Context: an optimization exercise on an open-source flow, tuned for a short achievable clock period and few clock cycles. The choices shown serve that exercise and are no tape-out recipe.
In this exercise RTL edits were held to simulation tests only and were not proved equivalent to the original.
No driver is modelled on the clock port, so clocking that relies on it looks cheaper here than on a real chip.
Power figures rest on the tool's default switching activity, not on a simulated workload.

## cpu16_core
module cpu16_core (
    input  wire        clk,
    input  wire        rst,
    output wire [15:0] imem_addr,
    input  wire [15:0] imem_data,
    output wire        retire_valid,
    output wire [3:0]  retire_rd,
    output wire [15:0] retire_data
);
    wire go;
    PC pc_inst (
        .clk(clk),
        .rst(rst),
        .addr(imem_addr),
        .go(go)
    );
    wire [3:0] src1, src2, rd;
    wire       itype;
    wire [7:0] imm;
    wire       d_add, d_sub, d_or, d_and, d_slt, d_shl, d_shr;
    Decoder dec_inst (
        .instr(imem_data),
        .src1(src1),
        .src2(src2),
        .rd(rd),
        .itype(itype),
        .imm(imm),
        .is_add(d_add),
        .is_sub(d_sub),
        .is_or(d_or),
        .is_and(d_and),
        .is_slt(d_slt),
        .is_shl(d_shl),
        .is_shr(d_shr)
    );
    reg         ir_v;
    reg  [3:0]  ir_rd;
    reg         ex_v;
    reg  [3:0]  ex_rd;
    reg         wb_v;
    reg  [3:0]  wb_rd;
    reg  [15:0] res;        
    reg  [15:0] res_sh;     
    reg  [15:0] wb_data;    
    reg  [15:0] out_data;   
    reg  [15:1] wb_we;      
    wire        fwd1, byp1, fwd2, byp2;
    wire [15:1] sel1, sel2;
    Control_Unit hz1 (
        .src(src1), .src_used(1'b1),
        .v1(ir_v), .rd1(ir_rd), .v2(ex_v), .rd2(ex_rd),
        .fwd(fwd1), .byp(byp1), .sel(sel1)
    );
    Control_Unit hz2 (
        .src(src2), .src_used(!itype),
        .v1(ir_v), .rd1(ir_rd), .v2(ex_v), .rd2(ex_rd),
        .fwd(fwd2), .byp(byp2), .sel(sel2)
    );
    wire swap = fwd2 & !fwd1;
    reg  [15:1] ir_s1, ir_s2;      
    reg         ir_b1, ir_b2;      
    reg         ir_it;             
    reg  [7:0]  ir_imm;
    reg         ir_f1, ir_f2, ir_swap;
    reg         ir_add, ir_sub, ir_or, ir_and, ir_slt, ir_shl, ir_shr;
    always @(posedge clk or posedge rst) begin
        if (rst) ir_v <= 1'b0;
        else     ir_v <= go;
    end
    always @(posedge clk) begin
        ir_rd   <= rd;
        ir_s1   <= sel1;
        ir_s2   <= sel2;
        ir_b1   <= byp1;
        ir_b2   <= byp2;
        ir_it   <= itype;
        ir_imm  <= imm;
  ...
Size in the first run: ~3100 cells after synthesis, ~55 I/O pins, ~25000 sq um of cells after synthesis.
==> flow/config.mk <==
export PLATFORM = sky130hd
export DESIGN_NAME = cpu16_core
export DESIGN_NICKNAME = cpu16_core
export VERILOG_FILES = /design/flow/design.v
export SDC_FILE = /design/flow/constraint.sdc
export NUM_CORES = 4
export LEC_CHECK = 0
export CAP_MARGIN = 20
export CORE_MARGIN = 2
export CORE_UTILIZATION = 40
export PLACE_DENSITY = 0.6
export SETUP_SLACK_MARGIN = 5
export SLEW_MARGIN = 20
export TNS_END_PERCENT = 100
==> flow/constraint.sdc <==
create_clock -name core_clock -period 8.0 [get_ports {clk}]
set_input_delay 1.6000 -clock core_clock [delete_from_list [all_inputs] [get_ports {clk}]]
set_output_delay 1.6000 -clock core_clock [all_outputs]
set_load 0.01 [all_outputs]
standard.sh (not shown) runs the stock make flow with config.mk's settings and CLKGATE_MAP_FILE= SYNTH_SCRIPT=/design/flow/synth_recipe.tcl, a recipe that flattens the netlist after the stock synthesis.
==> flow/flow/run.sh <==
#!/bin/bash
set -euo pipefail
here=$(pwd)
bash standard.sh \
  SETUP_SLACK_MARGIN=6.0 \
  SYNTH_SCRIPT="$here/flow/synth.tcl" \
  ADDER_MAP_FILE= \
  PRE_CTS_TCL="$here/flow/cts_root.tcl" \
  finish > standard_flow.log 2>&1
==> flow/flow/cts_root.tcl <==
rename clock_tree_synthesis my_orig_clock_tree_synthesis
proc clock_tree_synthesis {args} {
  my_orig_clock_tree_synthesis {*}$args
  remove_clock_root_buffer
}

proc crb_out_net {inst} {
  foreach it [$inst getITerms] {
    if {[$it isOutputSignal] && [$it getNet] ne "NULL"} { return [$it getNet] }
  }
  return "NULL"
}
proc crb_in_iterm {inst} {
  foreach it [$inst getITerms] {
    if {[$it isInputSignal] && [$it getNet] ne "NULL"} { return $it }
  }
  return "NULL"
}
proc crb_is_buf {inst} {
  return [string match "sky130_fd_sc_hd__clkbuf_*" [[$inst getMaster] getName]]
}

proc remove_clock_root_buffer {} {
  set block [ord::get_db_block]
  set port_net [$block findNet clk]
  if {$port_net eq "NULL"} { puts "remove_clock_root_buffer: no clock net"; return }
  set sinks [$port_net getITerms]
  if {[llength $sinks] != 1} { puts "remove_clock_root_buffer: clock port has [llength $sinks] sinks, skip"; return }
  set root [[lindex $sinks 0] getInst]
  if {![crb_is_buf $root]} { puts "remove_clock_root_buffer: root is not a buffer, skip"; return }
  set root_net [crb_out_net $root]
  set loads {}
  set dummies {}
  foreach it [$root_net getITerms] {
    if {[$it isOutputSignal]} continue
    set inst [$it getInst]
    if {[crb_out_net $inst] eq "NULL" && [string match "clkload*" [$inst getName]]} { lappend dummies $inst; continue }
    if {![crb_is_buf $inst]} { puts "remove_clock_root_buffer: root drives [$inst getName], skip"; return }
    lappend loads $it
  }
  if {[llength $loads] < 1 || [llength $loads] > 4} { puts "remove_clock_root_buffer: root drives [llength $loads] buffers, skip"; return }
  foreach d $dummies { odb::dbInst_destroy $d }
  foreach it $loads {
    $it disconnect
    $it connect $port_net
  }
  odb::dbInst_destroy $root
  odb::dbNet_destroy $root_net
  puts "remove_clock_root_buffer: clock port now drives [llength $loads] clock buffers directly; removed the root buffer and [llength $dummies] dummy loads"
  swap_clock_tree_buffers $port_net
}

# The buffers the clock port drives become buf_16, which switch faster
# than clkbuf_16 at these loads.
proc swap_clock_tree_buffers {port_net} {
  set db [ord::get_db]
  set master [$db findMaster sky130_fd_sc_hd__buf_16]
  if {$master eq "NULL"} { puts "swap_clock_tree_buffers: no buf_16"; return }
  set n 0
  set todo [list $port_net]
  while {[llength $todo]} {
    set net [lindex $todo 0]
    set todo [lrange $todo 1 end]
    foreach it [$net getITerms] {
      if {[$it isOutputSignal]} continue
      set inst [$it getInst]
      if {![crb_is_buf $inst]} continue
      set out [crb_out_net $inst]
      if {$out eq "NULL"} continue
      # only the first level, the buffers the port drives
      if {$net eq $port_net} {
        $inst swapMaster $master
        incr n
      }
    }
  }
  puts "swap_clock_tree_buffers: $n clock buffers now buf_16"
}
Other scripts of this flow, unchanged in this note and not shown: flow/flow/abc_delay.script, flow/flow/synth.tcl
The baseline ran to the end with no violations.
Testbench counts at the start, summed over its fixed seeds: cycles 48,032.
Edit:
--- a/flow/flow/cts_root.tcl
+++ b/flow/flow/cts_root.tcl
@@ -52,8 +52,12 @@
 
-# The buffers the clock port drives become buf_16, which switch faster
-# than clkbuf_16 at these loads.
+# The buffers the clock port drives become buf_16, and the buffers below
+# them (the leaves, which drive the registers) become buf_8, or buf_12 for
+# a leaf with more than 16 loads: at these loads they switch faster than
+# clkbuf_16, and buf_8 loads the level above less.
 proc swap_clock_tree_buffers {port_net} {
   set db [ord::get_db]
-  set master [$db findMaster sky130_fd_sc_hd__buf_16]
-  if {$master eq "NULL"} { puts "swap_clock_tree_buffers: no buf_16"; return }
+  set b16 [$db findMaster sky130_fd_sc_hd__buf_16]
+  set b12 [$db findMaster sky130_fd_sc_hd__buf_12]
+  set b8 [$db findMaster sky130_fd_sc_hd__buf_8]
+  if {$b16 eq "NULL" || $b12 eq "NULL" || $b8 eq "NULL"} { puts "swap_clock_tree_buffers: missing buffer"; return }
   set n 0
@@ -69,10 +73,13 @@
       if {$out eq "NULL"} continue
-      # only the first level, the buffers the port drives
       if {$net eq $port_net} {
-        $inst swapMaster $master
-        incr n
+        lappend todo $out
+        $inst swapMaster $b16
+      } else {
+        set loads [expr {[llength [$out getITerms]] - 1}]
+        if {$loads > 16} { $inst swapMaster $b12 } else { $inst swapMaster $b8 }
       }
+      incr n
     }
   }
-  puts "swap_clock_tree_buffers: $n clock buffers now buf_16"
+  puts "swap_clock_tree_buffers: $n clock buffers swapped"
 }
- CTS_CLUSTER_DIAMETER: unset -> 80
- CTS_CLUSTER_SIZE: unset -> 24
Final cell count is lower by 1.9%.
First-iteration DRC count is lower by 7.1%.
Via count is lower by 2.3%.
Routed wire length is lower by 1.6%.
Synthesized area stays the same.
Sequential share of layout area is higher by 1.4 points.
Total power is lower by 8.8%.
Design area is lower by 3.8%.
Hold slack is better by 0.0032 ns.

## separate check: timing with driven ports
No port has a modelled driver above. Below, the same layouts with a new extraction and two added sets of constraints. Step 1 assumes that a clkbuf_16 drives the clock port and a buf_2 every other input. Step 2 adds t to the input delays and takes it off the output delays; t is the mean of the earliest and latest rising clock arrival at the registers after step 1. Input paths then give back, and output paths get back, about the clock's delay inside the block. a / b / c = ideal ports / drivers / drivers and shift; a / b = the first two.
run	t, ns	slack for setup (ns)	worst data-port slew with drivers (ns)	cell pins on the clock port's net
the first run	0.548	5.486 / 5.338 / 5.486	0.07	4
the second run	0.483	5.548 / 5.405 / 5.480	0.06	4
After both steps setup and hold are still met in every run listed. The setup slack of the second run, which loses most, moves by -0.143 ns with the drivers and by -0.068 ns with both steps.
